This design comes from an exercise in tuning for small area, a short achievable clock period and few clock cycles per item on the open sky130 flow, not from production work. Only simulation tests tie the RTL to the original design; equivalence was not proved.

## flow/config.mk

```make
export PLATFORM = sky130hd
export DESIGN_NAME = chacha20
export DESIGN_NICKNAME = chacha20
export VERILOG_FILES = /design/flow/design.v
export SDC_FILE = /design/flow/constraint.sdc
export NUM_CORES = 8
export LEC_CHECK = 0
export CAP_MARGIN = 15
export CORE_MARGIN = 2
export CORE_UTILIZATION = 35
export GPL_ROUTABILITY_DRIVEN = 0
export MIN_ROUTING_LAYER = met2
export SETUP_SLACK_MARGIN = 2.5
export SLEW_MARGIN = 15
```

## flow/constraint.sdc

```tcl
create_clock -name core_clock -period 14.0 [get_ports {clock}]
set_input_delay 2.8000 -clock core_clock [delete_from_list [all_inputs] [get_ports {clock}]]
set_output_delay 2.8000 -clock core_clock [all_outputs]
set_load 0.01 [all_outputs]
```

## flow/design.v

```verilog
`default_nettype none
module chacha20(input wire clock,
                input wire reset,  
                input wire start,
                input  wire [255:0] key,
                input  wire [63:0] index,  
                input  wire [63:0] nonce,
                output reg done,
                output wire [511:0] out);
    function automatic [31:0] LE32(input [31:0] a);
        LE32 = {a[7:0], a[15:8], a[23:16], a[31:24]};
    endfunction
    function automatic [31:0] ADD(input [31:0] a, input [31:0] b);
        reg [31:0] p, g, pp, gg, c;
        begin
        p = a ^ b; g = a & b; pp = p; gg = g;
        gg[31] = gg[31] | (pp[31] & gg[30]); pp[31] = pp[31] & pp[30];
        gg[29] = gg[29] | (pp[29] & gg[28]); pp[29] = pp[29] & pp[28];
        gg[27] = gg[27] | (pp[27] & gg[26]); pp[27] = pp[27] & pp[26];
        gg[25] = gg[25] | (pp[25] & gg[24]); pp[25] = pp[25] & pp[24];
        gg[23] = gg[23] | (pp[23] & gg[22]); pp[23] = pp[23] & pp[22];
        gg[21] = gg[21] | (pp[21] & gg[20]); pp[21] = pp[21] & pp[20];
        gg[19] = gg[19] | (pp[19] & gg[18]); pp[19] = pp[19] & pp[18];
        gg[17] = gg[17] | (pp[17] & gg[16]); pp[17] = pp[17] & pp[16];
        gg[15] = gg[15] | (pp[15] & gg[14]); pp[15] = pp[15] & pp[14];
        gg[13] = gg[13] | (pp[13] & gg[12]); pp[13] = pp[13] & pp[12];
        gg[11] = gg[11] | (pp[11] & gg[10]); pp[11] = pp[11] & pp[10];
        gg[9] = gg[9] | (pp[9] & gg[8]); pp[9] = pp[9] & pp[8];
        gg[7] = gg[7] | (pp[7] & gg[6]); pp[7] = pp[7] & pp[6];
        gg[5] = gg[5] | (pp[5] & gg[4]); pp[5] = pp[5] & pp[4];
        gg[3] = gg[3] | (pp[3] & gg[2]); pp[3] = pp[3] & pp[2];
        gg[1] = gg[1] | (pp[1] & gg[0]); pp[1] = pp[1] & pp[0];
        gg[31] = gg[31] | (pp[31] & gg[29]); pp[31] = pp[31] & pp[29];
        gg[30] = gg[30] | (pp[30] & gg[29]); pp[30] = pp[30] & pp[29];
        gg[27] = gg[27] | (pp[27] & gg[25]); pp[27] = pp[27] & pp[25];
        gg[26] = gg[26] | (pp[26] & gg[25]); pp[26] = pp[26] & pp[25];
        gg[23] = gg[23] | (pp[23] & gg[21]); pp[23] = pp[23] & pp[21];
        gg[22] = gg[22] | (pp[22] & gg[21]); pp[22] = pp[22] & pp[21];
        gg[19] = gg[19] | (pp[19] & gg[17]); pp[19] = pp[19] & pp[17];
        gg[18] = gg[18] | (pp[18] & gg[17]); pp[18] = pp[18] & pp[17];
        gg[15] = gg[15] | (pp[15] & gg[13]); pp[15] = pp[15] & pp[13];
        gg[14] = gg[14] | (pp[14] & gg[13]); pp[14] = pp[14] & pp[13];
        gg[11] = gg[11] | (pp[11] & gg[9]); pp[11] = pp[11] & pp[9];
        gg[10] = gg[10] | (pp[10] & gg[9]); pp[10] = pp[10] & pp[9];
        gg[7] = gg[7] | (pp[7] & gg[5]); pp[7] = pp[7] & pp[5];
        gg[6] = gg[6] | (pp[6] & gg[5]); pp[6] = pp[6] & pp[5];
        gg[3] = gg[3] | (pp[3] & gg[1]); pp[3] = pp[3] & pp[1];
        gg[2] = gg[2] | (pp[2] & gg[1]); pp[2] = pp[2] & pp[1];
        gg[31] = gg[31] | (pp[31] & gg[27]); pp[31] = pp[31] & pp[27];
        gg[30] = gg[30] | (pp[30] & gg[27]); pp[30] = pp[30] & pp[27];
        gg[29] = gg[29] | (pp[29] & gg[27]); pp[29] = pp[29] & pp[27];
        gg[28] = gg[28] | (pp[28] & gg[27]); pp[28] = pp[28] & pp[27];
        gg[23] = gg[23] | (pp[23] & gg[19]); pp[23] = pp[23] & pp[19];
        gg[22] = gg[22] | (pp[22] & gg[19]); pp[22] = pp[22] & pp[19];
        gg[21] = gg[21] | (pp[21] & gg[19]); pp[21] = pp[21] & pp[19];
        gg[20] = gg[20] | (pp[20] & gg[19]); pp[20] = pp[20] & pp[19];
        gg[15] = gg[15] | (pp[15] & gg[11]); pp[15] = pp[15] & pp[11];
        gg[14] = gg[14] | (pp[14] & gg[11]); pp[14] = pp[14] & pp[11];
        gg[13] = gg[13] | (pp[13] & gg[11]); pp[13] = pp[13] & pp[11];
        gg[12] = gg[12] | (pp[12] & gg[11]); pp[12] = pp[12] & pp[11];
        gg[7] = gg[7] | (pp[7] & gg[3]); pp[7] = pp[7] & pp[3];
        gg[6] = gg[6] | (pp[6] & gg[3]); pp[6] = pp[6] & pp[3];
        gg[5] = gg[5] | (pp[5] & gg[3]); pp[5] = pp[5] & pp[3];
        gg[4] = gg[4] | (pp[4] & gg[3]); pp[4] = pp[4] & pp[3];
        gg[31] = gg[31] | (pp[31] & gg[23]); pp[31] = pp[31] & pp[23];
        gg[30] = gg[30] | (pp[30] & gg[23]); pp[30] = pp[30] & pp[23];
        gg[29] = gg[29] | (pp[29] & gg[23]); pp[29] = pp[29] & pp[23];
        gg[28] = gg[28] | (pp[28] & gg[23]); pp[28] = pp[28] & pp[23];
        gg[27] = gg[27] | (pp[27] & gg[23]); pp[27] = pp[27] & pp[23];
        gg[26] = gg[26] | (pp[26] & gg[23]); pp[26] = pp[26] & pp[23];
        gg[25] = gg[25] | (pp[25] & gg[23]); pp[25] = pp[25] & pp[23];
        gg[24] = gg[24] | (pp[24] & gg[23]); pp[24] = pp[24] & pp[23];
        gg[15] = gg[15] | (pp[15] & gg[7]); pp[15] = pp[15] & pp[7];
        gg[14] = gg[14] | (pp[14] & gg[7]); pp[14] = pp[14] & pp[7];
        gg[13] = gg[13] | (pp[13] & gg[7]); pp[13] = pp[13] & pp[7];
        gg[12] = gg[12] | (pp[12] & gg[7]); pp[12] = pp[12] & pp[7];
        gg[11] = gg[11] | (pp[11] & gg[7]); pp[11] = pp[11] & pp[7];
        gg[10] = gg[10] | (pp[10] & gg[7]); pp[10] = pp[10] & pp[7];
        gg[9] = gg[9] | (pp[9] & gg[7]); pp[9] = pp[9] & pp[7];
        gg[8] = gg[8] | (pp[8] & gg[7]); pp[8] = pp[8] & pp[7];
        gg[31] = gg[31] | (pp[31] & gg[15]); pp[31] = pp[31] & pp[15];
        gg[30] = gg[30] | (pp[30] & gg[15]); pp[30] = pp[30] & pp[15];
        gg[29] = gg[29] | (pp[29] & gg[15]); pp[29] = pp[29] & pp[15];
        gg[28] = gg[28] | (pp[28] & gg[15]); pp[28] = pp[28] & pp[15];
        gg[27] = gg[27] | (pp[27] & gg[15]); pp[27] = pp[27] & pp[15];
        gg[26] = gg[26] | (pp[26] & gg[15]); pp[26] = pp[26] & pp[15];
        gg[25] = gg[25] | (pp[25] & gg[15]); pp[25] = pp[25] & pp[15];
        gg[24] = gg[24] | (pp[24] & gg[15]); pp[24] = pp[24] & pp[15];
        gg[23] = gg[23] | (pp[23] & gg[15]); pp[23] = pp[23] & pp[15];
        gg[22] = gg[22] | (pp[22] & gg[15]); pp[22] = pp[22] & pp[15];
        gg[21] = gg[21] | (pp[21] & gg[15]); pp[21] = pp[21] & pp[15];
        gg[20] = gg[20] | (pp[20] & gg[15]); pp[20] = pp[20] & pp[15];
        gg[19] = gg[19] | (pp[19] & gg[15]); pp[19] = pp[19] & pp[15];
        gg[18] = gg[18] | (pp[18] & gg[15]); pp[18] = pp[18] & pp[15];
        gg[17] = gg[17] | (pp[17] & gg[15]); pp[17] = pp[17] & pp[15];
        gg[16] = gg[16] | (pp[16] & gg[15]); pp[16] = pp[16] & pp[15];
        c = {gg[30:0], 1'b0};
        ADD = p ^ c;
        end
    endfunction
    localparam CONST = 128'h657870616e642033322d62797465206b;
    wire [511:0] init = {CONST, key, LE32(index[31:0]), LE32(index[63:32]), nonce};
    reg [4:0] i;  
    reg [31:0] y [0:15];  
    wire [31:0] xi [0:15];
    wire [31:0] h [0:15];
    wire ld = start;
    wire fin = i == 5'd19;
    genvar j;
    generate for (j = 0; j < 16; j = j + 1) begin: g_init
        assign xi[j] = LE32(init[511 - 32*j -: 32]);
    end endgenerate
    generate for (j = 0; j < 4; j = j + 1) begin: g_h2
        wire [31:0] a2 = ADD(y[j], y[4+j]);
        wire [31:0] t2 = y[12+j] ^ a2;
        wire [31:0] d2 = {t2[23:0], t2[31:24]};
        wire [31:0] c2 = ADD(y[8+j], d2);
        wire [31:0] t3 = y[4+j] ^ c2;
        wire [31:0] b2 = {t3[24:0], t3[31:25]};
        assign h[     (4-j)%4] = a2;
        assign h[4 +  (5-j)%4] = b2;
        assign h[8 +  (6-j)%4] = c2;
        assign h[12 + (7-j)%4] = d2;
    end endgenerate
    generate for (j = 0; j < 4; j = j + 1) begin: g_h1
        wire [31:0] ai = ld ? xi[j]    : fin ? xi[4+j] : h[j];
        wire [31:0] bi = ld ? xi[4+j]  : h[4+j];
        wire [31:0] ci = ld ? xi[8+j]  : h[8+j];
        wire [31:0] di = ld ? xi[12+j] : h[12+j];
        wire [31:0] s1 = ADD(ai, bi);
        wire [31:0] t0 = di ^ s1;
        wire [31:0] d1 = {t0[15:0], t0[31:16]};
        wire [31:0] s2 = ADD(ci, (fin ? xi[8+j] : d1));
        wire [31:0] t1 = bi ^ s2;
        wire [31:0] b1 = {t1[19:0], t1[31:20]};
        wire [31:0] f0 = ADD(h[j], xi[j]);
        wire [31:0] f3 = ADD(h[12+j], xi[12+j]);
        always @(posedge clock) begin
            y[j]    <= s1;
            y[4+j]  <= fin ? f0 : b1;
            y[8+j]  <= s2;
            y[12+j] <= fin ? f3 : d1;
        end
    end endgenerate
    always @(posedge clock) begin
        if (i != 5'd20) i <= i + 5'd1;
        if (start) i <= 5'd0;
        done <= fin;
        if (reset) begin
            i <= 5'd20;
            done <= 1'b0;
        end
    end
    generate for (j = 0; j < 4; j = j + 1) begin: g_out
        assign out[511 - 32*j      -: 32] = LE32(y[4+j]);
        assign out[511 - 32*(4+j)  -: 32] = LE32(y[j]);
        assign out[511 - 32*(8+j)  -: 32] = LE32(y[8+j]);
        assign out[511 - 32*(12+j) -: 32] = LE32(y[12+j]);
    end endgenerate
endmodule
```

## flow/flow/run.sh

```bash
#!/bin/bash
# The standard layout, with three changes: the port buffers are the smallest
# buffer cell; after global placement each output port's buffer is moved next
# to the flip-flop that drives it, so the long wire to the pin hangs on the
# buffer and not on the flip-flop; and the clock tree has no dummy loads.
set -euo pipefail
export BUFFER_PORTS_ARGS="-buffer_cell sky130_fd_sc_hd__buf_1"
export CTS_ARGS="-sink_clustering_enable -repair_clock_nets -sink_clustering_size 30 -sink_clustering_max_diameter 80 -dont_use_dummy_load"
R=orfs/results/$FLOW_PLATFORM/chacha20/base
bash standard.sh "$PWD/$R/3_3_place_gp.odb" > standard_flow_place.log 2>&1
openroad -no_init -exit flow/move_obufs.tcl > move_obufs.log 2>&1
bash standard.sh > standard_flow.log 2>&1
```

## flow/flow/move_obufs.tcl

```tcl
# Move each output port buffer onto the flip-flop that drives it; detailed
# placement legalizes the positions later.
set odb orfs/results/$::env(FLOW_PLATFORM)/chacha20/base/3_3_place_gp.odb
read_db $odb
set block [ord::get_db_block]
set moved 0
foreach inst [$block getInsts] {
  if {![string match "output*" [$inst getName]]} continue
  set a [$inst findITerm A]
  if {$a eq "NULL"} continue
  set net [$a getNet]
  set drv ""
  foreach it [$net getITerms] { if {[$it isOutputSignal]} { set drv [$it getInst] } }
  if {$drv eq ""} continue
  lassign [$drv getLocation] x y
  $inst setLocation $x $y
  incr moved
}
puts "moved $moved output buffers"
write_db $odb
```

## flow/standard.sh

```bash
#!/bin/bash
# synth_recipe.tcl (not shown) runs the flow's synth.tcl, then flattens the netlist and writes it again
# the make line also repeats each setting of config.mk as NAME=value (left out here)
make -C /OpenROAD-flow-scripts/flow DESIGN_CONFIG=/design/flow/config.mk WORK_HOME=/design/flow/orfs CLKGATE_MAP_FILE= SYNTH_SCRIPT=/design/flow/synth_recipe.tcl "${@:-finish}"
```

==> notes.md, run 1 <==
most frequent cell after synthesis=nand2_1; post-synth top area share=0.204; average cell area after synthesis=8.12 um^2; post-synthesis sequential area ratio=0.204; Port Buffers=899; Initial Util=0.353; gr ovfl total=just under 900; H-tree levels=2; Yosys reg bits=518; Root Driver=clkbuf_16; Post-Synthesis Cells=6,245; num rows=139; post-detail-place hpwl=between 200,000 and 300,000 um; status=stopped before the end; CTS sink count=518; GRT Resource Usage Total=0.833; Post-synth top cells=731 x nand2_1, 649 x xnor2_1, 619 x ha_1, 541 x nor2_1, 518 x dfxtp_1; total CTS buffers=45; Synth cell types=89; Max clock buf depth=3; Stop Error=[ERROR GRT-0116] Global routing finished with congestion. Check the congestion regions in the DRC Viewer.; Die Y=385 um; Post-synth ARST share=0; Area contributors post-synth=dfxtp_1 20%, ha_1 15%, xnor2_1 11%, xor2_1 6.8%, nand2_1 5.4%; Exit stage=global routing (5_1_grt); ys flop type=dfxtp_1; pin count of the biggest net entering global routing=roughly 180; Top Ports=900; Placement Cell Area=56,800 um^2; Synthesis Warnings=2; area leader, netlist=dfxtp_1; vias in the first global route=around 87k; Die X=385 um; cts hold-fix bufs=0; Mapped Nets=7,351; first-pass GRT wire length=573,000 um; number of enable flip-flop cells after synthesis=0; Mapped Area=50,700 um^2; Setup WS pre-CTS=-1260 ps
## how the worst min path moves through the flow
| stage | start | end | slack [ps] |
|---|---|---|---|
| floorplan | i[4] | i[4] | 550 |
| global placement | i[4] | i[4] | 560 |
| detailed placement | i[4] | i[4] | 570 |
| CTS | i[4] | i[4] | 590 |
## timing repair
action,in CTS
buffers inserted,66
setup endpoints to repair,235
pin swaps,79
gates resized for setup,248
## per-stage QoR
| step | setup TNS (ps) | hold slack (ps) | cells | util |
|---|---|---|---|---|
| 4_1_cts | 0 | 588 | 9102 | 0.416 |
| 2_1_floorplan | 0 | 545 | 6245 | - |
| 3_5_place_dp | -14640 | 569 | 8991 | 0.396 |
| 3_3_place_gp | -11460 | 561 | 8991 | 0.396 |
## metal layers
layer / global-route usage / overflow
met1: - / -
met3: 0.898 / 513
met2: 0.828 / 177
met4: 0.749 / 107
met5: 0.774 / 82
## kinds of logic after synthesis
family | count (synthesis) | share of synthesized area
AO/OA/AOI/OAI | 1516 | 0.187
buffers and inverters | 456 | 0.0337
XOR/XNOR | 1060 | 0.188
adder cells (fa/ha/maj) | 719 | 0.192
AND/OR/NAND/NOR | 1776 | 0.154
multiplexers | 200 | 0.0409
flip-flops | 518 | 0.204
Testbench counts, summed over its fixed seeds: cycles 5,376, blocks 256.
==> run 2, diff against run 1 <==
--- a/flow/config.mk
+++ b/flow/config.mk
@@ -9,6 +9,5 @@
 export CORE_MARGIN = 2
 export CORE_UTILIZATION = 35
 export GPL_ROUTABILITY_DRIVEN = 0
-export MIN_ROUTING_LAYER = met2
-export SETUP_SLACK_MARGIN = 2.5
+export SETUP_SLACK_MARGIN = 2.4
 export SLEW_MARGIN = 15
==> notes.md, run 2 <==
average cell area after synthesis=8.12 um^2 (unchanged); setup ws final=2430 ps; H-tree levels=2 (unchanged); Port Buffers=899 (unchanged); Worst Path Class, Setup=flop to flop; Worst EP arrival=12,120 ps; area leader, netlist=dfxtp_1; r2r startpoint=y[5][11]; setup TNS=0 ps; Detail Route Antenna Nets=0; worst path bufs/invs=1; vias in the first global route=51.5k; met2 WL=between 100,000 and 150,000 um; Top Registers=y (512), i (5), done (1); Yosys reg bits=518 (unchanged); number of enable flip-flop cells after synthesis=0 (unchanged); layout cells sized above 1=0.107; Hold Vio Cnt, Final=0; initial antenna violation count=124; number of nets in the layout=8,374; met3 routed WL=between 60,000 and 70,000 um; crit-path max FO=7; Setup WS pre-CTS=-1260 ps (unchanged); max-cap violation count=0; Mapped Area=50,700 um^2 (unchanged); worst hold slack=589 ps; slowest stage delay, CP=980 ps; via count=57.4k; Inst Count DP=8,991 (unchanged); CTS sink count=518 (unchanged); critical path depth=44; die area=148,000 um^2; Die Y=385 um (unchanged); RSZ-0062 raised after global routing=true; worst r2r path cells=44; post-synth top area share=0.204 (unchanged); final wirelength=352,000 um; met1 wire length=111,000 um; Critical Path RT=14,540 ps; delay-heaviest family, CP=compound AO/OA/AOI/OAI gates; max reg flops=around 500; CP startpoint=y[5][11]; num rows=139 (unchanged); Synth cell types=89 (unchanged); via/cell ratio=slightly above 6; routed len/inst=38.1 um; Post-synth top cells=731 x nand2_1, 649 x xnor2_1, 619 x ha_1, 541 x nor2_1, 518 x dfxtp_1; Synthesis Warnings=2 (unchanged); Max Slew Vio Count=0; Initial Util=0.353 (unchanged); top routing layer in use=met5; filler instances=around 15k; commonest non-fill, non-tap cell in the layout=buf_1; HP Class=flop to flop; r2r setup slk=2430 ps; Root Driver=clkbuf_16; clk latency of the worst-skew pair=730 ps; footprint of the multi-input gates=41,200 um^2; largest register by flop count=y; Max Fclk=86.4 MHz; Top Ports=900 (unchanged); pin count of the biggest net entering global routing=183; Layout Skew=115 ps; worst reg2reg path endpoint=y[4][10]; post-synthesis sequential area ratio=0.204 (unchanged); Slew @ Worst Pin=1440 ps; area added between synthesis and finish=21.6%; CP endpoint=y[4][10]; GRT Resource Usage Total=0.454; Die X=385 um (unchanged); gr ovfl total=0; Reg area=between 10,000 and 15,000 um^2; Startpoint Class=flop; min Tclk post-route=11,570 ps; Area contributors post-synth=dfxtp_1 20%, ha_1 15%, xnor2_1 11%, xor2_1 6.8%, nand2_1 5.4%; ys flop type=dfxtp_1; iteration count of the initial detailed-routing pass=10; post-detail-place hpwl=299,000 um (unchanged); Max clock buf depth=3 (unchanged); Rel. slew slack=0.0354; DRC viols=0; Setup violations, final=0; Crit path top cell by count=nor2_1; slowest CP cell=xor2_1; Reg clk slew, reported paths=80 ps; Iteration-0 DRC Markers=9,105; fin crit share=0.827; total CTS buffers=45 (unchanged); Crit. End Element=flop; Post-synth ARST share=0 (unchanged); Mapped Nets=7,351 (unchanged); status=finished clean; Post-Layout Cell Count=slightly above 9k; cts hold-fix bufs=0 (unchanged); core area=around 140,000 um^2; CTS tree=yes; most frequent cells in the layout=898 x buf_1, 731 x nand2_1, 602 x ha_1, 582 x xnor2_1, 519 x nor2_1; Post-Synthesis Cells=6,245 (unchanged); most frequent cell after synthesis=nand2_1; first-pass GRT wire length=roughly 450,000 um
## run 2: how the worst min path moves through the flow
stage,from,end,slack [ps],cells after the start
after floorplan,i[4],i[4],550,2
after global placement,i[4],i[4],560,2
after CTS,i[4],i[4],590,2
after detailed placement,i[4],i[4],570,2
after global routing,i[4],i[4],610,2
final,i[0],i[0],590,2
## run 2: worst reg2reg max path, delay by kind of cell, from the launching register on
| family | cells | cell delay [ps] |
|---|---|---|
| AOI/OAI and AO/OA | 20 | 4040 |
| xor gates and xnor gates | 7 | 2660 |
| adders and majority gates | 5 | 1830 |
| buffers and inverters | 1 | 200 |
| DFF | 1 | 460 |
| and+or+nand+nor | 11 | 2240 |
## run 2: cell type report
type                            count  share of cell area
Clock buffer                       45              0.0183
Timing Repair Buffer             1158              0.0877
Tap cell                         1903              0.0386
Antenna cell                       82             0.00333
Multi-Input combinational cell   5271               0.667
Inverter                          274              0.0168
Sequential cell                   518               0.168
## run 2: what timing repair did
action	4_1_cts	5_1_grt
buffers inserted	56	74
gates cloned	0	0
gates resized for setup	228	234
pin swaps	67	151
setup endpoints to repair	231	156
## run 2: kinds of logic (layout without fill, tap and decap cells)
| group | count (synthesis) | after routing | synth area share |
|---|---|---|---|
| compound gates | 1516 | 1516 | 0.187 |
| xor+xnor | 1060 | 1060 | 0.188 |
| fa+ha+maj | 719 | 719 | 0.192 |
| buf+inv | 456 | 1477 | 0.0337 |
| flops | 518 | 518 | 0.204 |
| mux | 200 | 200 | 0.0409 |
| other cells | 0 | 82 | 0 |
| simple gates | 1776 | 1776 | 0.154 |
## run 2: through the flow
step | area, um^2 | util
floorplan | 50700 | -
global route | 61600 | 0.429
finish | 61700 | 0.429
global placement | 56800 | 0.396
CTS | 59600 | 0.415
detailed placement | 56800 | 0.396
## run 2: metal layers
layer  vias up  global-route usage
li1      23670                   -
met1     26837               0.482
met2      5257               0.623
met3      1599               0.246
met4        44               0.455
met5         -                   0
==> run 3, diff against run 2 <==
--- a/flow/config.mk
+++ b/flow/config.mk
@@ -9,5 +9,6 @@
 export CORE_MARGIN = 2
 export CORE_UTILIZATION = 35
 export GPL_ROUTABILITY_DRIVEN = 0
-export SETUP_SLACK_MARGIN = 2.4
+export SETUP_SLACK_MARGIN = 2.5
 export SLEW_MARGIN = 15
+export TNS_END_PERCENT = 50
==> notes.md, run 3 <==
Critical Path RT=14,560 ps (+20 ps); Post-synth ARST share=0 (unchanged); Yosys reg bits=518 (unchanged); Max Slew Vio Count=0 (unchanged); worst reg2reg path endpoint=y[5][11]; most frequent cell after synthesis=nand2_1; status=finished clean; worst r2r path cells=48 (+9.1%); slowest stage delay, CP=650 ps (-330 ps); Worst Path Class, Setup=flop to flop; gr ovfl total=0 (unchanged); core area=144,000 um^2 (unchanged); die area=148,000 um^2 (unchanged); commonest non-fill, non-tap cell in the layout=buf_1; Port Buffers=899 (unchanged); critical path depth=48 (+9.1%); Synthesis Warnings=2 (unchanged); CP startpoint=y[4][0]; Worst EP arrival=12,010 ps (-110 ps); Area contributors post-synth=dfxtp_1 20%, ha_1 15%, xnor2_1 11%, xor2_1 6.8%, nand2_1 5.4%; GRT Resource Usage Total=0.454 (about the same); Slew @ Worst Pin=1440 ps (-3.07 ps); Crit path top cell by count=buf_4; pin count of the biggest net entering global routing=183 (unchanged); Mapped Nets=7,351 (unchanged); Initial Util=0.353 (unchanged); clk latency of the worst-skew pair=730 ps (about the same); Top Registers=y (512), i (5), done (1); slowest CP cell=fa_2; area leader, netlist=dfxtp_1; via/cell ratio=6.18 (-0.41%); ys flop type=dfxtp_1; layout cells sized above 1=0.112 (+0.00472); most frequent cells in the layout=898 x buf_1, 731 x nand2_1, 600 x ha_1, 575 x xnor2_1, 519 x nor2_1; CTS sink count=518 (unchanged); crit-path max FO=5 (-2); r2r setup slk=2550 ps (+120 ps); min Tclk post-route=11,450 ps (-122 ps); total CTS buffers=45 (unchanged); Post-synth top cells=731 x nand2_1, 649 x xnor2_1, 619 x ha_1, 541 x nor2_1, 518 x dfxtp_1; Reg area=10,400 um^2 (about the same); CTS tree=yes; final cell utilization of the core=0.432 (+0.00206); delay-heaviest family, CP=compound AO/OA/AOI/OAI gates; max-cap violation count=0 (unchanged); routed len/inst=38.1 um (about the same); average cell area after synthesis=8.12 um^2 (unchanged); Reg clk slew, reported paths=60 ps (-20 ps); worst hold slack=592 ps (+3.06 ps); number of nets in the layout=8,389 (+0.18%); Synth cell types=89 (unchanged); post-synthesis sequential area ratio=0.204 (unchanged); post-route cell area=62,000 um^2 (+0.48%); Post-Synthesis Cells=6,245 (unchanged); Root Driver=clkbuf_16; iteration count of the initial detailed-routing pass=9 (-1); fin crit share=0.818 (-0.00874); area added between synthesis and finish=22.2%; DRC viols=0 (unchanged); post-detail-place hpwl=299,000 um (unchanged); Iteration-0 DRC Markers=9,086 (-0.21%); Die Y=385 um (unchanged); initial antenna violation count=114 (-8.1%); filler instances=14.6k (-0.18%); cts hold-fix bufs=0 (unchanged); Detail Route Antenna Nets=0 (unchanged); Mapped Area=50,700 um^2 (unchanged); Max clock buf depth=3 (unchanged); final wirelength=352,000 um (about the same); Top Ports=900 (unchanged); Die X=385 um (unchanged); largest register by flop count=y; Startpoint Class=flop; worst path bufs/invs=6 (+5); max reg flops=512 (unchanged); post-synth top area share=0.204 (unchanged); Crit. End Element=flop; number of enable flip-flop cells after synthesis=0 (unchanged); num rows=139 (unchanged); Setup violations, final=0 (unchanged); RSZ-0062 raised after global routing=true; Rel. slew slack=0.0374 (+0.00205); Placement Cell Area=56,800 um^2 (unchanged); CP endpoint=y[5][11]; H-tree levels=2 (unchanged); HP Class=flop to flop; Layout Skew=124 ps (+9.43 ps); Max Fclk=87.3 MHz (+1.1%); vias in the first global route=51.7k (+0.29%); footprint of the multi-input gates=41,400 um^2 (+0.49%); r2r startpoint=y[4][0]; Hold Vio Cnt, Final=0 (unchanged); first-pass GRT wire length=452,000 um (about the same); via count=57.2k (-0.35%)
## run 3: cell counts after synthesis
No cell type changed its count.
## run 3: logic make-up (layout without fill, tap and decap cells)
kind of cell	Yosys count	after routing	synth area share
DFF	518	518	0.204
AOI/OAI and AO/OA	1516	1516	0.187
and+or+nand+nor	1776	1776	0.154
adders and majority gates	719	719	0.192
muxes	200	200	0.0409
other	0	73	0
xor gates and xnor gates	1060	1060	0.188
buffers and inverters	456	1492	0.0337
## run 3: layer usage
metal | part of all wire | global-route usage
met5 | 0.0011 | 0.00877
met4 | 0.13 | 0.461
met3 | 0.17 | 0.240
met2 | 0.38 | 0.623
met1 | 0.31 | 0.482
## run 3: final cells by class
cell class / instances / share of cell area
tap: 1903 / 0.0384
antenna: 73 / 0.00295
timing repair buffer: 1173 / 0.0891
clock buffer: 45 / 0.0182
inverter: 274 / 0.0168
sequential: 518 / 0.168
multi-input combinational: 5271 / 0.667
## run 3: per-stage QoR
step	cells	worst slack, ps	setup TNS, ps
2_1_floorplan	6245	2900	0
3_3_place_gp	8991	-1130	-11460
3_5_place_dp	8991	-1260	-14640
4_1_cts	9102	2500	0
5_1_grt	9229	2250	0
6_report	9257	2550	0
## run 3: tightest hold or removal path: stages, from the launching register on
cell,delay [ps]
dfxtp_1,340
xnor2_1,170
nor3_1,40
## run 3: timing repair
action / in CTS / in global routing
buffers inserted: 66 / 80
endpoints found under the hold margin: 0 / 0
pin swaps: 79 / 162
resized for setup: 248 / 243
setup endpoints to repair: 235 / 161
## run 3: worst min path at each step
stage	start	to	slack, ps	cells past startpoint
6_report	i[0]	i[0]	590	2
5_1_grt	i[4]	i[4]	610	2
4_1_cts	i[4]	i[4]	590	2
3_5_place_dp	i[4]	i[4]	570	2
3_3_place_gp	i[4]	i[4]	560	2
2_1_floorplan	i[4]	i[4]	550	2
==> run 4, diff against run 3 <==
--- a/flow/config.mk
+++ b/flow/config.mk
@@ -9,6 +9,5 @@
 export CORE_MARGIN = 2
 export CORE_UTILIZATION = 35
 export GPL_ROUTABILITY_DRIVEN = 0
-export SETUP_SLACK_MARGIN = 2.5
+export SETUP_SLACK_MARGIN = 2.6
 export SLEW_MARGIN = 15
-export TNS_END_PERCENT = 50
==> notes.md, run 4 <==
status=finished clean; die area=148,000 um^2 (unchanged); crit-path max FO=5 (unchanged); clk latency of the worst-skew pair=720 ps (about the same); pin count of the biggest net entering global routing=183 (unchanged); gr ovfl total=0 (unchanged); slowest CP cell=o21ai_0; Startpoint Class=flop; delay-heaviest family, CP=compound AO/OA/AOI/OAI gates; final wirelength=353,000 um (+0.28%); Synth cell types=89 (unchanged); largest register by flop count=y; CP endpoint=y[7][11]; Worst Path Class, Setup=flop to flop; GRT Resource Usage Total=0.454 (about the same); critical path depth=47 (-2.1%); post-synth top area share=0.204 (unchanged); max reg flops=512 (unchanged); HP Class=flop to flop; Initial Util=0.353 (unchanged); Max clock buf depth=3 (unchanged); first-pass GRT wire length=452,000 um (about the same); Area contributors post-synth=dfxtp_1 20%, ha_1 15%, xnor2_1 11%, xor2_1 6.8%, nand2_1 5.4%; Post-synth top cells=731 x nand2_1, 649 x xnor2_1, 619 x ha_1, 541 x nor2_1, 518 x dfxtp_1; Setup violations, final=0 (unchanged); mux cell area share after synthesis=0.0409 (unchanged); Synthesis Warnings=2 (unchanged); main combinational cell family by area after synthesis=adder cells; filler instances=14.5k (-0.53%); Post-Layout Cell Count=9,265 (+0.086%); initial antenna violation count=114 (unchanged); CTS tree=yes; Top Registers=y (512), i (5), done (1); Root Driver=clkbuf_16; area leader, netlist=dfxtp_1; ys flop type=dfxtp_1; post-synthesis simple-gate area fraction=0.154 (unchanged); Die X=385 um (unchanged); CP startpoint=y[6][5]; r2r startpoint=y[6][5]; Crit. End Element=flop; RSZ-0062 raised after global routing=true; Post-Synthesis Cells=6,245 (unchanged); Worst EP arrival=12,240 ps (+230 ps); Port Buffers=899 (unchanged); area added between synthesis and finish=23.1%; Critical Path RT=14,560 ps (about the same); via/cell ratio=6.20 (+0.25%); Die Y=385 um (unchanged); Hold Vio Cnt, Final=0 (unchanged); Reg clk slew, reported paths=100 ps (+40 ps); num rows=139 (unchanged); Max Fclk=85.6 MHz (-2.0%); Reg area=10,400 um^2 (about the same); fin crit share=0.834 (+0.0163); min Tclk post-route=11,680 ps (+229 ps); Inst Count DP=8,991 (unchanged); most frequent cell after synthesis=nand2_1; Layout Skew=117 ps (-6.75 ps); post-synthesis sequential area ratio=0.204 (unchanged); average cell area after synthesis=8.12 um^2 (unchanged); core area=144,000 um^2 (unchanged); H-tree levels=2 (unchanged); Mapped Area=50,700 um^2 (unchanged); DRC viols=0 (unchanged); max-cap violation count=0 (unchanged); Post-synth ARST share=0 (unchanged); Yosys reg bits=518 (unchanged); via count=57.4k (+0.34%); setup ws final=2320 ps (-229 ps); routed len/inst=38.1 um (+0.20%); worst r2r path cells=47 (-2.1%); Setup WS pre-CTS=-1260 ps (unchanged); Max Slew Vio Count=0 (unchanged); total CTS buffers=45 (unchanged); worst reg2reg path endpoint=y[7][11]; final cell utilization of the core=0.435 (+0.00309); Synth Area in XOR/XNOR=0.188 (unchanged); most frequent cells in the layout=898 x buf_1, 731 x nand2_1, 595 x ha_1, 568 x xnor2_1, 514 x nor2_1; commonest non-fill, non-tap cell in the layout=buf_1; slowest stage delay, CP=720 ps (+70 ps); number of nets in the layout=8,403 (+0.17%); Top Ports=900 (unchanged); CTS sink count=518 (unchanged); Rel. slew slack=0.0279 (-0.00948); worst path bufs/invs=2 (-4); footprint of the multi-input gates=41,700 um^2 (+0.85%); vias in the first global route=51.8k (+0.22%); post-detail-place hpwl=299,000 um (unchanged); number of enable flip-flop cells after synthesis=0 (unchanged); r2r setup slk=2320 ps (-230 ps); worst hold slack=588 ps (-3.51 ps); Detail Route Antenna Nets=0 (unchanged); Slew @ Worst Pin=1450 ps (+9.13 ps); post-synthesis compound-gate area fraction=0.187 (unchanged); iteration count of the initial detailed-routing pass=9 (unchanged); Mapped Nets=7,351 (unchanged); adder-cell share of the synthesized area=0.192 (unchanged); layout cells sized above 1=0.121 (+0.00870); Iteration-0 DRC Markers=9,086 (unchanged)
[run 4: kinds of logic after synthesis]
family                     Yosys count
and+or+nand+nor                   1776
AOI/OAI and AO/OA                 1516
xor gates and xnor gates          1060
adders and majority gates          719
DFF                                518
buffers and inverters              456
muxes                              200
[run 4: tightest hold or removal path, cell delays in order, from the launching register on]
cell and delay, ps:
dfxtp_1 340, xnor2_1 170, nor3_1 40
[run 4: cell type report]
| cell class | instances | area share |
|---|---|---|
| multi-input cells | 5271 | 0.668 |
| flip-flops and latches | 518 | 0.167 |
| repair buffers | 1187 | 0.0900 |
| well taps | 1903 | 0.0381 |
| clock buffers | 45 | 0.0180 |
| inverters | 274 | 0.0166 |
| diodes | 67 | 0.00269 |
[run 4: worst min-delay path by stage]
| stage | slack [ps] | endpoint | cells after the start | start |
|---|---|---|---|---|
| 2_1_floorplan | 550 | i[4] | 2 | i[4] |
| 3_3_place_gp | 560 | i[4] | 2 | i[4] |
| 3_5_place_dp | 570 | i[4] | 2 | i[4] |
| 4_1_cts | 590 | i[4] | 2 | i[4] |
| 5_1_grt | 610 | i[4] | 2 | i[4] |
| 6_report | 590 | i[0] | 2 | i[0] |
[run 4: through the flow]
stage / TNS (ps) / area [um^2]
after floorplan: 0 / 50700
after global placement: -11460 / 56800
final: 0 / 62400
after CTS: 0 / 60000
after detailed placement: -14640 / 56800
after global routing: 0 / 62400
[run 4: what timing repair did]
| item | in CTS | in global routing |
|---|---|---|
| cloned | 0 | 0 |
| endpoints found under the setup margin | 246 | 164 |
| hold buffers | 0 | 0 |
| pin swaps | 87 | 188 |
| gates resized for setup | 274 | 291 |
| setup buffers | 73 | 86 |
[run 4: per-layer routing]
layer  track usage  vias up  wire length (um)
met3         0.234     1579             60800
met1         0.485    26832            111000
met4         0.464       43             46400
li1              -    23736                 -
met5       0.00195        -               343
met2         0.623     5209            134000
==> run 5, diff against run 4 <==
--- a/flow/config.mk
+++ b/flow/config.mk
@@ -9,5 +9,5 @@
 export CORE_MARGIN = 2
 export CORE_UTILIZATION = 35
 export GPL_ROUTABILITY_DRIVEN = 0
-export SETUP_SLACK_MARGIN = 2.6
+export SETUP_SLACK_MARGIN = 2.45
 export SLEW_MARGIN = 15
==> notes.md, run 5 <==
number of nets in the layout=8,389 (-0.17%); GRT Resource Usage Total=0.452 (-0.00120); CTS sink count=518 (unchanged); Post-synth ARST share=0 (unchanged); Reg area=10,400 um^2 (about the same); H-tree levels=2 (unchanged); Root Driver=clkbuf_16; Slew @ Worst Pin=1460 ps (+15.3 ps); Post-Synthesis Cells=6,245 (unchanged); post-detail-place hpwl=299,000 um (unchanged); filler instances=14.6k (+0.49%); Area contributors post-synth=dfxtp_1 20%, ha_1 15%, xnor2_1 11%, xor2_1 6.8%, nand2_1 5.4%; Crit path top cell by count=o21a_1; via/cell ratio=6.16 (-0.51%); DRC viols=0 (unchanged); worst r2r path cells=50 (+6.4%); CTS tree=yes; post-synth top area share=0.204 (unchanged); Crit. End Element=flop; gr ovfl total=0 (unchanged); die area=148,000 um^2 (unchanged); num rows=139 (unchanged); max reg flops=512 (unchanged); Setup WS pre-CTS=-1260 ps (unchanged); clk latency of the worst-skew pair=730 ps (about the same); Worst Path Class, Setup=flop to flop; Synth cell types=89 (unchanged); Critical Path RT=14,540 ps (-20 ps); Synthesis Warnings=2 (unchanged); Rel. slew slack=0.0211 (-0.00685); Mapped Nets=7,351 (unchanged); fin crit share=0.826 (-0.00820); largest register by flop count=y; RSZ-0062 raised after global routing=true; routed len/inst=38.1 um (-0.19%); layout cells sized above 1=0.111 (-0.00952); Layout Skew=123 ps (+6.20 ps); Max Fclk=86.5 MHz (+0.99%); Initial Util=0.353 (unchanged); Yosys reg bits=518 (unchanged); Setup violations, final=0 (unchanged); area leader, netlist=dfxtp_1; setup TNS=0 ps (unchanged); Max clock buf depth=3 (unchanged); slowest CP cell=o21ai_0; Max Slew Vio Count=0 (unchanged); Startpoint Class=flop; min Tclk post-route=11,560 ps (-115 ps); most frequent cells in the layout=898 x buf_1, 731 x nand2_1, 597 x ha_1, 577 x xnor2_1, 519 x nor2_1; final cell utilization of the core=0.431 (-0.00367); core area=144,000 um^2 (unchanged); total CTS buffers=45 (unchanged); via count=57.1k (-0.59%); Iteration-0 DRC Markers=9,469 (+4.2%); average cell area after synthesis=8.12 um^2 (unchanged); slowest stage delay, CP=740 ps (+20 ps); Hold Vio Cnt, Final=0 (unchanged); crit-path max FO=4 (-1); Worst EP arrival=12,100 ps (-140 ps); commonest non-fill, non-tap cell in the layout=buf_1; initial antenna violation count=118 (+3.5%); most frequent cell after synthesis=nand2_1; cts hold-fix bufs=0 (unchanged); Die Y=385 um (unchanged); Die X=385 um (unchanged); ys flop type=dfxtp_1; HP Class=flop to flop; area added between synthesis and finish=22.0%; Top Ports=900 (unchanged); footprint of the multi-input gates=41,300 um^2 (-1.0%); status=finished clean; pin count of the biggest net entering global routing=183 (unchanged); max-cap violation count=0 (unchanged); number of enable flip-flop cells after synthesis=0 (unchanged); first-pass GRT wire length=451,000 um (-0.21%); Post-synth top cells=731 x nand2_1, 649 x xnor2_1, 619 x ha_1, 541 x nor2_1, 518 x dfxtp_1; post-synthesis sequential area ratio=0.204 (unchanged); vias in the first global route=51.6k (-0.38%); Top Registers=y (512), i (5), done (1); final wirelength=352,000 um (-0.28%); Hold Path Depth=2 (unchanged); Mapped Area=50,700 um^2 (unchanged); Port Buffers=899 (unchanged); setup ws final=2440 ps (+115 ps); iteration count of the initial detailed-routing pass=9 (unchanged); Detail Route Antenna Nets=0 (unchanged); Reg clk slew, reported paths=90 ps (about the same)
-- run 5: cell counts after synthesis --
No cell type changed its count.
-- run 5: path summary, 6_finish.rpt --
kind	from	to	slack [ps]
max	y[5][0]	y[4][10]	2440
min	i[0]	i[0]	590
max reg2reg	y[5][0]	y[4][10]	2440
min reg2reg	i[0]	i[0]	590
-- run 5: cell families after synthesis --
kind of cell / synth area share
AOI/OAI and AO/OA: 0.187
xor gates and xnor gates: 0.188
adders and majority gates: 0.192
buffers and inverters: 0.0337
DFF: 0.204
muxes: 0.0409
and+or+nand+nor: 0.154
-- run 5: critical path: cells and delay by family (launching register included) --
kind,cells,cell delay [ps]
AO/OA/AOI/OAI,23,5180
AND/OR/NAND/NOR,11,2210
adder cells (fa/ha/maj),5,1540
XOR/XNOR,6,1460
buffers and inverters,5,610
flip-flops,1,380
-- run 5: through the flow --
stage	instances	cell area (um^2)	hold slack (ps)
2_1_floorplan	6245	50700	545
3_3_place_gp	8991	56800	561
3_5_place_dp	8991	56800	569
4_1_cts	9095	59700	588
5_1_grt	9227	61800	609
6_report	9257	61900	589
-- run 5: metal layers --
metal	track usage	vias up	wire length, um
li1	-	23724	-
met1	0.478	26640	111000
met2	0.620	5108	135000
met3	0.242	1553	60700
met4	0.466	34	45800
met5	0.00130	-	232
-- run 5: layout make-up --
class,count,share of cell area
diodes,73,0.00295
clock buffers,45,0.0182
inverters,274,0.0168
multi-input cells,5271,0.667
flip-flops and latches,518,0.168
well taps,1903,0.0385
repair buffers,1173,0.0891
-- run 5: what timing repair did --
action                                  in CTS  in global routing
setup buffers                               59                 86
hold endpoints to repair                     0                  0
endpoints found under the setup margin     234                155
pin swaps                                   72                164
resized for setup                          238                249
gates cloned                                 0                  0
==> run 6, diff against run 5 <==
--- a/flow/config.mk
+++ b/flow/config.mk
@@ -9,5 +9,5 @@
 export CORE_MARGIN = 2
 export CORE_UTILIZATION = 35
 export GPL_ROUTABILITY_DRIVEN = 0
-export SETUP_SLACK_MARGIN = 2.45
+export SETUP_SLACK_MARGIN = 2.5
 export SLEW_MARGIN = 15
==> notes.md, run 6 <==
Reg clk slew, reported paths=60 ps (-30 ps); post-synthesis sequential area ratio=0.204 (unchanged); largest register by flop count=y; clk latency of the worst-skew pair=730 ps (about the same); Port Buffers=899 (unchanged); slowest CP cell=fa_2; CTS tree=yes; met2 Use GR=0.623 (+0.00246); most frequent cells in the layout=898 x buf_1, 731 x nand2_1, 600 x ha_1, 575 x xnor2_1, 519 x nor2_1; post-synthesis compound-gate area fraction=0.187 (unchanged); GR Layer Usage met3=0.240 (-0.00153); via/cell ratio=6.18 (+0.26%); Post-Synthesis Cells=6,245 (unchanged); Startpoint Class=flop; area leader, netlist=dfxtp_1; Die X=385 um (unchanged); Max Slew Vio Count=0 (unchanged); Yosys reg bits=518 (unchanged); average cell area after synthesis=8.12 um^2 (unchanged); min Tclk post-route=11,450 ps (-114 ps); Max clock buf depth=3 (unchanged); fin crit share=0.818 (-0.00814); worst r2r path cells=48 (-4.0%); Synth Area in XOR/XNOR=0.188 (unchanged); Post-synth top cells=731 x nand2_1, 649 x xnor2_1, 619 x ha_1, 541 x nor2_1, 518 x dfxtp_1; slowest stage delay, CP=650 ps (-90 ps); pin count of the biggest net entering global routing=183 (unchanged); number of nets in the layout=8,389 (unchanged); DRC viols=0 (unchanged); RSZ-0062 raised after global routing=true; Setup WS pre-CTS=-1260 ps (unchanged); ys flop type=dfxtp_1; via count=57.2k (+0.26%); Layout Skew=124 ps (+0.556 ps); final wirelength=352,000 um (about the same); H-tree levels=2 (unchanged); Rel. slew slack=0.0374 (+0.0163); most frequent cell after synthesis=nand2_1; commonest non-fill, non-tap cell in the layout=buf_1; post-synth top area share=0.204 (unchanged); crit-path max FO=5 (+1); Inst Count DP=8,991 (unchanged); layout cells sized above 1=0.112 (+0.000824); routed len/inst=38.1 um (about the same); met1 usage=0.482 (+0.00400); Slew @ Worst Pin=1440 ps (-24.4 ps); area added between synthesis and finish=22.2%; Area contributors post-synth=dfxtp_1 20%, ha_1 15%, xnor2_1 11%, xor2_1 6.8%, nand2_1 5.4%; first-pass GRT wire length=452,000 um (+0.14%); initial antenna violation count=114 (-3.4%); delay-heaviest family, CP=compound AO/OA/AOI/OAI gates; worst path bufs/invs=6 (+1); max-cap violation count=0 (unchanged); total CTS buffers=45 (unchanged); GR peak layer=met2; Detail Route Antenna Nets=0 (unchanged); Initial Util=0.353 (unchanged); Setup violations, final=0 (unchanged); post-detail-place hpwl=299,000 um (unchanged); Worst EP arrival=12,010 ps (-90 ps); main combinational cell family by area after synthesis=adder cells; setup TNS=0 ps (unchanged); Post-synth ARST share=0 (unchanged); Synth cell types=89 (unchanged); Max Fclk=87.3 MHz (+1.0%); vias in the first global route=51.7k (+0.16%); adder-cell share of the synthesized area=0.192 (unchanged); Die Y=385 um (unchanged); Top Registers=y (512), i (5), done (1); gr ovfl total=0 (unchanged); Crit path top cell by count=buf_4; post-synthesis simple-gate area fraction=0.154 (unchanged); Root Driver=clkbuf_16; Crit. End Element=flop; Synthesis Warnings=2 (unchanged); num rows=139 (unchanged); iteration count of the initial detailed-routing pass=9 (unchanged); mux cell area share after synthesis=0.0409 (unchanged); HP Class=flop to flop; Mapped Nets=7,351 (unchanged); Top Ports=900 (unchanged); die area=148,000 um^2 (unchanged); Hold Vio Cnt, Final=0 (unchanged); cts hold-fix bufs=0 (unchanged); Post-Layout Cell Count=9,257 (unchanged); number of enable flip-flop cells after synthesis=0 (unchanged); setup ws final=2550 ps (+114 ps); Mapped Area=50,700 um^2 (unchanged); CTS sink count=518 (unchanged); Hold Path Depth=2 (unchanged); critical path depth=48 (-4.0%); Iteration-0 DRC Markers=9,086 (-4.0%); GRT Resource Usage Total=0.454 (+0.00131); max reg flops=512 (unchanged); Worst Path Class, Setup=flop to flop; core area=144,000 um^2 (unchanged); Critical Path RT=14,560 ps (+20 ps); status=finished clean
==> run 6: cell count changes in the layout (fill, tap and decap cells not counted), moves of 3 or more <==
cell	delta
ha_2	-4
xor2_1	-6
ha_1	+3
xor2_2	+10
xor2_4	-4
==> run 6: cell families after synthesis <==
group / count (synthesis)
mux: 200
flops: 518
xor+xnor: 1060
simple gates: 1776
compound gates: 1516
fa+ha+maj: 719
buf+inv: 456
==> run 6: area by class of cell <==
cell class,instances,area [um^2]
Fill cell,14606,81700
Multi-Input combinational cell,5271,41400
Sequential cell,518,10400
Timing Repair Buffer,1173,5530
Tap cell,1903,2380
Clock buffer,45,1130
Inverter,274,1040
Antenna cell,73,183
==> run 6: layer usage <==
metal  wire length (um)  vias up  part of all wire
met3              60600     1552              0.17
met1             111000    26749              0.31
li1                   -    23720                 -
met5                397        -            0.0011
met2             135000     5150              0.38
met4              45700       36              0.13
==> run 6: timing repair <==
item	CTS	global route
buffers inserted	66	80
endpoints found under the hold margin	0	0
setup endpoints to repair	235	161
pin swaps	79	162
gates resized for setup	248	243
==> run 6: worst paths after layout <==
path                                  to    start  slack (ps)
worst max-delay path            y[5][11]  y[4][0]        2550
worst min-delay path                i[0]     i[0]         590
worst max register to register  y[5][11]  y[4][0]        2550
worst min register to register      i[0]     i[0]         590
==> run 6: worst reg2reg max path, delay by kind of cell (launching register included) <==
family	cells	cell delay, ps
AND/OR/NAND/NOR	6	1360
buffers and inverters	6	840
multiplexers	1	290
adder cells (fa/ha/maj)	6	2330
AO/OA/AOI/OAI	22	4470
flip-flops	1	350
XOR/XNOR	7	1680
==> run 6: stage by stage <==
stage	cell area, um^2	util	hold slack [ps]
floorplan	50700	-	545
global placement	56800	0.396	561
global route	61900	0.431	609
CTS	59800	0.416	588
detailed placement	56800	0.396	569
finish	62000	0.432	592

==> static timing again, ports no longer ideal <==
Ports are ideal in the flow. The routed layouts listed here were re-timed in OpenROAD.
Step 1 (the two cells are an assumption about what drives the block):
set clk [get_ports {clock}]
set_driving_cell -lib_cell sky130_fd_sc_hd__clkbuf_16 $clk
set_driving_cell -lib_cell sky130_fd_sc_hd__buf_2 [delete_from_list [all_inputs] $clk]
Step 2 moves the port delays by t, midway between the first and last clock arrival at a register: inputs arrive t later, outputs are due t later. That takes back most of the time a late clock gives input paths.
a / b / c = no drivers / after step 1 / after step 2; a / b = the first two.
run | t, ns | setup slack, ns | worst setup path after step 2 | worst register clock-pin slew, ns
run 2 | 0.761 | 2.427 / 2.427 / 2.427 | register to register | 0.11 / 0.11
run 3 | 0.759 | 2.549 / 2.549 / 2.549 | register to register | 0.11 / 0.11
run 4 | 0.754 | 2.320 / 2.320 / 2.320 | register to register | 0.11 / 0.11
run 5 | 0.754 | 2.435 / 2.435 / 2.435 | register to register | 0.11 / 0.11
run 6 | 0.759 | 2.549 / 2.549 / 2.549 | register to register | 0.11 / 0.11
After both steps setup and hold are still met in every run listed.
